Background: an optimization exercise with open tools, aiming at small area and a short achievable clock period. Do not read the settings as production practice.
The RTL was checked by simulation tests, not by an equivalence proof against the original design.

==> run a: inputs <==
Design neuron_intra_Nbits, start of the top module:
module neuron_intra_Nbits #(
parameter N = 16,
parameter N_INPUTS = 16,
parameter LOG_N_INPUTS = 4
) (
    input  wire                         clk,
    input  wire                         rst,
    input  wire                         en,
    input  wire signed [N*N_INPUTS-1:0] W,
    input  wire signed [N*N_INPUTS-1:0] X_N,
    output reg signed [         N-1:0] Out
);
  wire one1;
  wire two2;
  wire neg3;
  wire pp4;
  wire pp5;
  wire pp6;
  wire pp7;
  wire pp8;
  wire pp9;
  wire pp10;
  wire pp11;
  wire pp12;
  wire pp13;
  wire pp14;
  wire pp15;
  wire pp16;
  wire pp17;
  wire pp18;
  wire pp19;
  wire pp20;
  wire one21;
  wire two22;
  wire neg23;
  wire pp24;
  wire pp25;
  wire pp26;
  wire pp27;
  wire pp28;
  wire pp29;
  wire pp30;
  wire pp31;
  wire pp32;
  wire pp33;
  wire pp34;
  wire pp35;
  wire pp36;
  wire pp37;
  wire pp38;
  wire pp39;
  wire pp40;
  wire one41;
  wire two42;
  wire neg43;
  wire pp44;
  wire pp45;
  wire pp46;
  wire pp47;
  wire pp48;
  wire pp49;
  wire pp50;
  wire pp51;
  wire pp52;
  wire pp53;
  wire pp54;
  wire pp55;
  wire pp56;
  wire pp57;
  wire pp58;
  wire pp59;
  wire pp60;
  ...
==> flow/config.mk <==
export PLATFORM = sky130hd
export DESIGN_NAME = neuron_intra_Nbits
export DESIGN_NICKNAME = neuron_intra_Nbits
export VERILOG_FILES = /design/flow/design.v
export SDC_FILE = /design/flow/constraint.sdc
export NUM_CORES = 4
export LEC_CHECK = 0
export CAP_MARGIN = 40
export CORE_MARGIN = 2
export CORE_UTILIZATION = 40
export SLEW_MARGIN = 60
export SYNTH_HIERARCHICAL = 1
export SYNTH_MINIMUM_KEEP_SIZE = 0
==> flow/constraint.sdc <==
create_clock -name core_clock -period 14.0 [get_ports {clk}]
set_input_delay 2.8000 -clock core_clock [delete_from_list [all_inputs] [get_ports {clk}]]
set_output_delay 2.8000 -clock core_clock [all_outputs]
set_load 0.01 [all_outputs]
standard.sh (not shown) runs the stock make flow with config.mk's settings and CLKGATE_MAP_FILE= SYNTH_SCRIPT=/design/flow/synth_recipe.tcl, a recipe that flattens the netlist after the stock synthesis.
==> flow/flow/run.sh <==
#!/bin/bash
# Own layout flow: the standard flow (standard.sh: unchanged synthesis,
# constraints and steps) with these changes in how the layout is made:
#  - the port buffers that buffer_ports adds to every input and output are
#    sky130_fd_sc_hd__buf_2 rather than the tool's default pick
#    (clkdlybuf4s50_1, a slow delay cell twice the area);
#  - the repair_timing run after clock-tree synthesis aims for 7.6 ns of setup
#    slack, and the one after global routing for 7.5 ns (SETUP_SLACK_MARGIN),
#    so the resizer keeps shortening the worst paths after they meet the
#    14 ns clock. Floorplan and placement keep the default margin.
# make's and each tool's full output goes to the standard_*.log files here;
# ORFS also keeps a log per step under orfs/logs/.
set -euo pipefail
BP="BUFFER_PORTS_ARGS=-buffer_cell sky130_fd_sc_hd__buf_2"
bash standard.sh "$BP" place > standard_place.log 2>&1
bash standard.sh "$BP" SETUP_SLACK_MARGIN=7.6 cts > standard_cts.log 2>&1
bash standard.sh "$BP" SETUP_SLACK_MARGIN=7.5 finish > standard_finish.log 2>&1
test -s out/final.def
==> inputs of run b, as changes to run a <==
==> flow/run.sh (new file) <==
#!/bin/bash
# synth_recipe.tcl (not shown) runs the flow's synth.tcl, then flattens the netlist and writes it again
# the make line also repeats each setting of config.mk as NAME=value (left out here)
make -C /OpenROAD-flow-scripts/flow DESIGN_CONFIG=/design/flow/config.mk WORK_HOME=/design/flow/orfs CLKGATE_MAP_FILE= SYNTH_SCRIPT=/design/flow/synth_recipe.tcl finish
removed: flow/flow/run.sh
removed: flow/standard.sh
==> inputs of run c, as changes to run a <==
==> flow/flow/run.sh (replaced) <==
#!/bin/bash
# Own layout flow: the standard flow (standard.sh: unchanged synthesis,
# constraints and steps) with two changes in how the layout is made:
#  - the port buffers that buffer_ports adds to every input and output are
#    sky130_fd_sc_hd__buf_2 rather than the tool's default pick
#    (clkdlybuf4s50_1, a slow delay cell twice the area);
#  - the repair_timing run after clock-tree synthesis aims for 7.6 ns of setup
#    slack (SETUP_SLACK_MARGIN), so the resizer keeps shortening the worst
#    paths after they meet the 14 ns clock. Every other step keeps the default.
# make's and each tool's full output goes to the standard_*.log files here;
# ORFS also keeps a log per step under orfs/logs/.
set -euo pipefail
BP="BUFFER_PORTS_ARGS=-buffer_cell sky130_fd_sc_hd__buf_2"
bash standard.sh "$BP" place > standard_place.log 2>&1
bash standard.sh "$BP" SETUP_SLACK_MARGIN=7.6 cts > standard_cts.log 2>&1
bash standard.sh "$BP" finish > standard_finish.log 2>&1
test -s out/final.def
==> results.sh <==
export IMPL_antenna_found_initial=35
export IMPL_status="timing/DRC/antenna clean"
export IMPL_dpl_cell_area_um2=109000
export IMPL_finalNetCount=12300
export IMPL_fin_skew_ns=0.0416
export IMPL_clk_share_pct=2.12
export IMPL_layout_area_seq_um2=10500
The numbers above come from run b.

==> results.sh <==
export IMPL_antenna_found_initial=44
export IMPL_dpl_cell_area_um2=107000
export IMPL_fin_skew_ns=0.0468
export IMPL_finalNetCount=12300
export IMPL_status="timing/DRC/antenna clean"
export IMPL_clk_share_pct=2.24
The numbers above come from run c.

==> results.sh <==
export IMPL_layout_area_seq_um2=10500
export IMPL_dpl_cell_area_um2=107000
export IMPL_fin_skew_ns=0.0466
export IMPL_finalNetCount=12300
export IMPL_status="timing/DRC/antenna clean"
The numbers above come from run a.

[static timing again, ports no longer ideal]
The results above use ideal ports. As a check the final layouts listed here were re-extracted and re-timed, cells and wires unchanged.
Step 1 assumes that a clkbuf_16 drives the clock port and a buf_2 every other input.
Step 2, shift: input delay + t, output delay - t, t = (earliest + latest rising clock arrival at the registers) / 2. This alone moves slack from input paths to output paths.
a / b / c = ideal ports / drivers / drivers and shift; a / b = the first two.
| run | t (ns) | setup WS [ns] | clock arrival spread, ns | worst data-port slew with drivers (ns) |
|---|---|---|---|---|
| run a | 0.807 | 7.424 / 7.494 / 6.687 | 0.053 / 0.054 | 0.14 |
| run b | 0.794 | 6.680 / 6.756 / 5.961 | 0.043 / 0.043 | 0.19 |
| run c | 0.808 | 7.399 / 7.399 / 6.682 | 0.055 / 0.055 | 0.14 |
After both steps setup and hold are still met in every run listed. The setup slack of run a, which loses most, moves by +0.070 ns with the drivers and by -0.737 ns with both steps.
